From an optimization exercise on the open Yosys and OpenROAD flow, aimed at small area; shortcuts taken in it are not production practice.
Function was checked by simulation only, so behaviour that the tests miss may differ from the original.
Power figures rest on the tool's default switching activity, not on a simulated workload.

## JK
Design vga, start of the top module:
module vga
  (input  logic clck,
   input  logic reset,
   input  logic left_btn,
   input  logic right_btn,
   input  logic [9:0] serve_x,
   input  logic [8:0] serve_y,
   input  logic [2:0] serve_xv,
   input  logic [2:0] serve_yv,
   input  logic [9:0] paddle_x0,
   output logic hsync,
   output logic vsync,
   output logic r,
   output logic g,
   output logic b);
   function automatic ge10(input [9:0] a, input [9:0] c);
      integer i;
      begin
         ge10 = 1'b1;
         for(i = 0; i < 10; i = i + 1) ge10 = (a[i] & ~c[i]) | ((a[i] | ~c[i]) & ge10);
      end
   endfunction
   logic [9:0] p;       
   logic [9:0] ln;      
   logic       first;   
   logic lineEnd;
   assign lineEnd = p == 638;
   logic upd_p, upd_b;
   assign upd_p = ln == 480 && p == 641;
   assign upd_b = ln == 480 && p == 642;
   always_ff @(posedge clck) begin
      if(reset) begin
         p <= 640;
         ln <= 479;
         first <= 1;
      end else begin
  ...
For scale: about 1000 cells after synthesis, about 84 flip-flops, about 44 I/O pins, ~8000 sq um of cells after synthesis.
Settings: LEC_CHECK=0, CAP_MARGIN=20, CORE_MARGIN=2, CORE_UTILIZATION=40, PLACE_DENSITY=0.6, SLEW_MARGIN=20; clock period 10.0 ns.
run.sh (not shown) runs the stock make flow with config.mk's settings and CLKGATE_MAP_FILE= SYNTH_SCRIPT=/design/flow/synth_recipe.tcl, a recipe that flattens the netlist after the stock synthesis.
JK completed; timing, DRC and antenna clean
diff inputs: JK => MS
==> flow/flow/run.sh (new file) <==
#!/bin/bash
# Standard ORFS layout, with an area-oriented ABC script in synthesis and
# no full/half adder cell extraction (ABC maps the adders instead).
set -euo pipefail
W=$PWD
rm -rf "$W/scripts_own"
cp -r "$FLOW_HOME/scripts" "$W/scripts_own"
cp "$W/flow/abc_area.script" "$W/scripts_own/abc_area.script"
bash "$W/standard.sh" SCRIPTS_DIR="$W/scripts_own" ADDER_MAP_FILE= ABC_AREA=1 finish > "$W/flow_make.log" 2>&1
==> flow/flow/abc_area.script (new file) <==
strash
ifraig
scorr
dc2
strash
dch -f
map -a
topo
stime -c
==> flow/standard.sh (new file) <==
#!/bin/bash
# synth_recipe.tcl (not shown) runs the flow's synth.tcl, then flattens the netlist and writes it again
# the make line also repeats each setting of config.mk as NAME=value (left out here)
make -C /OpenROAD-flow-scripts/flow DESIGN_CONFIG=/design/flow/config.mk WORK_HOME=/design/flow/orfs CLKGATE_MAP_FILE= SYNTH_SCRIPT=/design/flow/synth_recipe.tcl "${@:-finish}"
removed: flow/run.sh
==> summary.txt <==
The die of MS is smaller than the one used in JK.
Wire: MS routes less than JK
Clock power in MS is 9.4% higher than in JK
For JK, the launch point of the critical path was xv[0]$_DFFE_PP_, unlike MS, where it was xv[2]$_DFFE_PN_.
Higher fraction of power consumed by the clock network goes to MS over JK.
Going from JK to MS, combinational power shrank by more than half.
Re core utilization: JK was lower than MS.
[compare] base=JK new=MS: minimum clock period went down 380 ps; share of synthesized area spent on multiplexers went down 1.1 points.
Lower post-synthesis to final-layout area growth was reported by JK, not MS.
What MS reported for post-route met1 wirelength has to be multiplied by 1.19 to get the figure for JK.

---

## v8
vga, a different RTL version from the one above (not shown whole).
For scale: roughly 510 cells after synthesis, ~79 flip-flops, roughly 44 I/O pins, about 4000 µm² of cells after synthesis.
==> flow/config.mk <==
export PLATFORM = sky130hd
export DESIGN_NAME = vga
export DESIGN_NICKNAME = vga
export VERILOG_FILES = /design/flow/design.v
export SDC_FILE = /design/flow/constraint.sdc
export NUM_CORES = 4
export LEC_CHECK = 0
export CAP_MARGIN = 20
export CORE_MARGIN = 2
export CORE_UTILIZATION = 40
export PLACE_DENSITY = 0.6
export SLEW_MARGIN = 20
==> flow/constraint.sdc <==
create_clock -name core_clock -period 10.0 [get_ports {clck}]
set_input_delay 2.0000 -clock core_clock [delete_from_list [all_inputs] [get_ports {clck}]]
set_output_delay 2.0000 -clock core_clock [all_outputs]
set_load 0.01 [all_outputs]
standard.sh (not shown) runs the stock make flow with config.mk's settings and CLKGATE_MAP_FILE= SYNTH_SCRIPT=/design/flow/synth_recipe.tcl, a recipe that flattens the netlist after the stock synthesis.
==> flow/flow/run.sh <==
#!/bin/bash
# Standard ORFS layout with these changes:
#  - synthesis maps with an area-oriented ABC script (flow/abc_area.script)
#    and without full/half adder cell extraction, so ABC optimises adders;
#    the script's randomised &deepsyn runs with eight seeds, four at a
#    time, each synthesis in a work folder of its own (orfs_s0..7, logs in
#    synth_s0..7.log), and the flow goes on from the smallest netlist;
#  - ports are buffered with the smallest buffer, sky130_fd_sc_hd__buf_1;
#  - the clock tree is built from clkbuf_8 cells, without dummy loads.
# The make output of the layout goes to flow_make.log here; ORFS keeps each
# tool's own log under orfs/logs/.
set -euo pipefail
W=$PWD
KNOBS=(ADDER_MAP_FILE= ABC_AREA=1
  "BUFFER_PORTS_ARGS=-buffer_cell sky130_fd_sc_hd__buf_1"
  "CTS_ARGS=-sink_clustering_enable -repair_clock_nets -buf_list sky130_fd_sc_hd__clkbuf_8 -dont_use_dummy_load")
synth_seed() {
  local s=$1
  rm -rf "$W/scripts_s$s" "$W/orfs_s$s"
  cp -r "$FLOW_HOME/scripts" "$W/scripts_s$s"
  sed "s/&deepsyn -T \([0-9]*\)/\&deepsyn -T \1 -S $s/" "$W/flow/abc_area.script" > "$W/scripts_s$s/abc_area.script"
  sed "s|WORK_HOME=[^ ]*|WORK_HOME=$W/orfs_s$s|" "$W/standard.sh" > "$W/standard_s$s.sh"
  bash "$W/standard_s$s.sh" SCRIPTS_DIR="$W/scripts_s$s" "${KNOBS[@]}" synth > "$W/synth_s$s.log" 2>&1 || true
}
for s in 0 1 2 3; do synth_seed $s & done
wait
for s in 4 5 6 7; do synth_seed $s & done
wait
best=""; bestarea=""
for s in 0 1 2 3 4 5 6 7; do
  f="$W/orfs_s$s/reports/sky130hd/vga/base/synth_stat.txt"
  [[ -f "$f" ]] || continue
  a=$(awk '/Chip area for module/ {print $NF}' "$f")
  echo "seed $s synthesis area $a" >> "$W/synth_pick.log"
  if [[ -z "$best" ]] || awk -v a="$a" -v b="$bestarea" 'BEGIN {exit !(a < b)}'; then best=$s; bestarea=$a; fi
done
echo "picked seed $best ($bestarea)" >> "$W/synth_pick.log"
rm -rf "$W/orfs"
cp -a "$W/orfs_s$best" "$W/orfs"
bash "$W/standard.sh" SCRIPTS_DIR="$W/scripts_s$best" "${KNOBS[@]}" finish > "$W/flow_make.log" 2>&1
==> flow/flow/abc_area.script <==
strash
ifraig
scorr
dc2
strash
&get -n
&deepsyn -T 120
&put
dch -f
amap -F 4 -A 10
topo
stime -c
v8 closes out successfully: all stages finished, all timing, DRC and antenna checks passed.
## Diff of input files: v39 against v8
==> flow/flow/run.sh <==
#!/bin/bash
# Standard ORFS layout with these changes:
#  - synthesis maps with an area-oriented ABC script (flow/abc_area.script)
#    and without full/half adder cell extraction, so ABC optimises adders;
#  - ports are buffered with the smallest buffer, sky130_fd_sc_hd__buf_1;
#  - the clock tree is built from clkbuf_8 cells, without dummy loads.
# The make output of every step goes to flow_make.log here; ORFS keeps each
# tool's own log under orfs/logs/.
set -euo pipefail
W=$PWD
rm -rf "$W/scripts_own"
cp -r "$FLOW_HOME/scripts" "$W/scripts_own"
cp "$W/flow/abc_area.script" "$W/scripts_own/abc_area.script"
bash "$W/standard.sh" SCRIPTS_DIR="$W/scripts_own" ADDER_MAP_FILE= ABC_AREA=1 \
  "BUFFER_PORTS_ARGS=-buffer_cell sky130_fd_sc_hd__buf_1" \
  "CTS_ARGS=-sink_clustering_enable -repair_clock_nets -buf_list sky130_fd_sc_hd__clkbuf_8 -dont_use_dummy_load" \
  finish > "$W/flow_make.log" 2>&1
--- outcome ---
- Per the comparison of v39 with v8, cell area power density has remained practically unchanged, area of all placed cells without fillers has increased, aggregate global-route resource usage has increased, met2 wire length has increased, peak supply drop has decreased.
- The sum of routed wire length over all layers of v39 was inferior to that of v8.
- Post-synthesis instance area: v39 vs v8 up 2.8%
- The higher critical path depth came out of v39.
- Internal power (v39 vs. v8) increases slightly

## separate check: timing with driven ports
No port has a modelled driver above. Below, the same layouts with a new extraction and two added sets of constraints. Step 1 sets driving cells, clkbuf_16 on the clock port and buf_2 on the other inputs (assumed; they add their load-dependent delay and slew). Step 2 moves the port delays by t, midway between the first and last clock arrival at a register: inputs arrive t later, outputs are due t later. That takes back most of the time a late clock gives input paths. Slacks: no drivers / after step 1 / after step 2; pairs: no drivers / after step 1.
| run | shift t [ns] | slack for setup (ns) | worst hold slack (ns) |
|---|---|---|---|
| JK | 0.395 | 4.182 / 4.182 / 4.182 | 0.442 / 0.442 / 0.442 |
| MS | 0.395 | 4.560 / 4.560 / 4.560 | 0.397 / 0.397 / 0.397 |
| v8 | 0.368 | 5.539 / 5.507 / 5.651 | 0.465 / 0.465 / 0.465 |
| v39 | 0.369 | 6.085 / 6.087 / 5.727 | 0.463 / 0.463 / 0.463 |
After both steps setup and hold are still met in every run listed. The setup slack of v39, which loses most, moves by +0.002 ns with the drivers and by -0.358 ns with both steps.
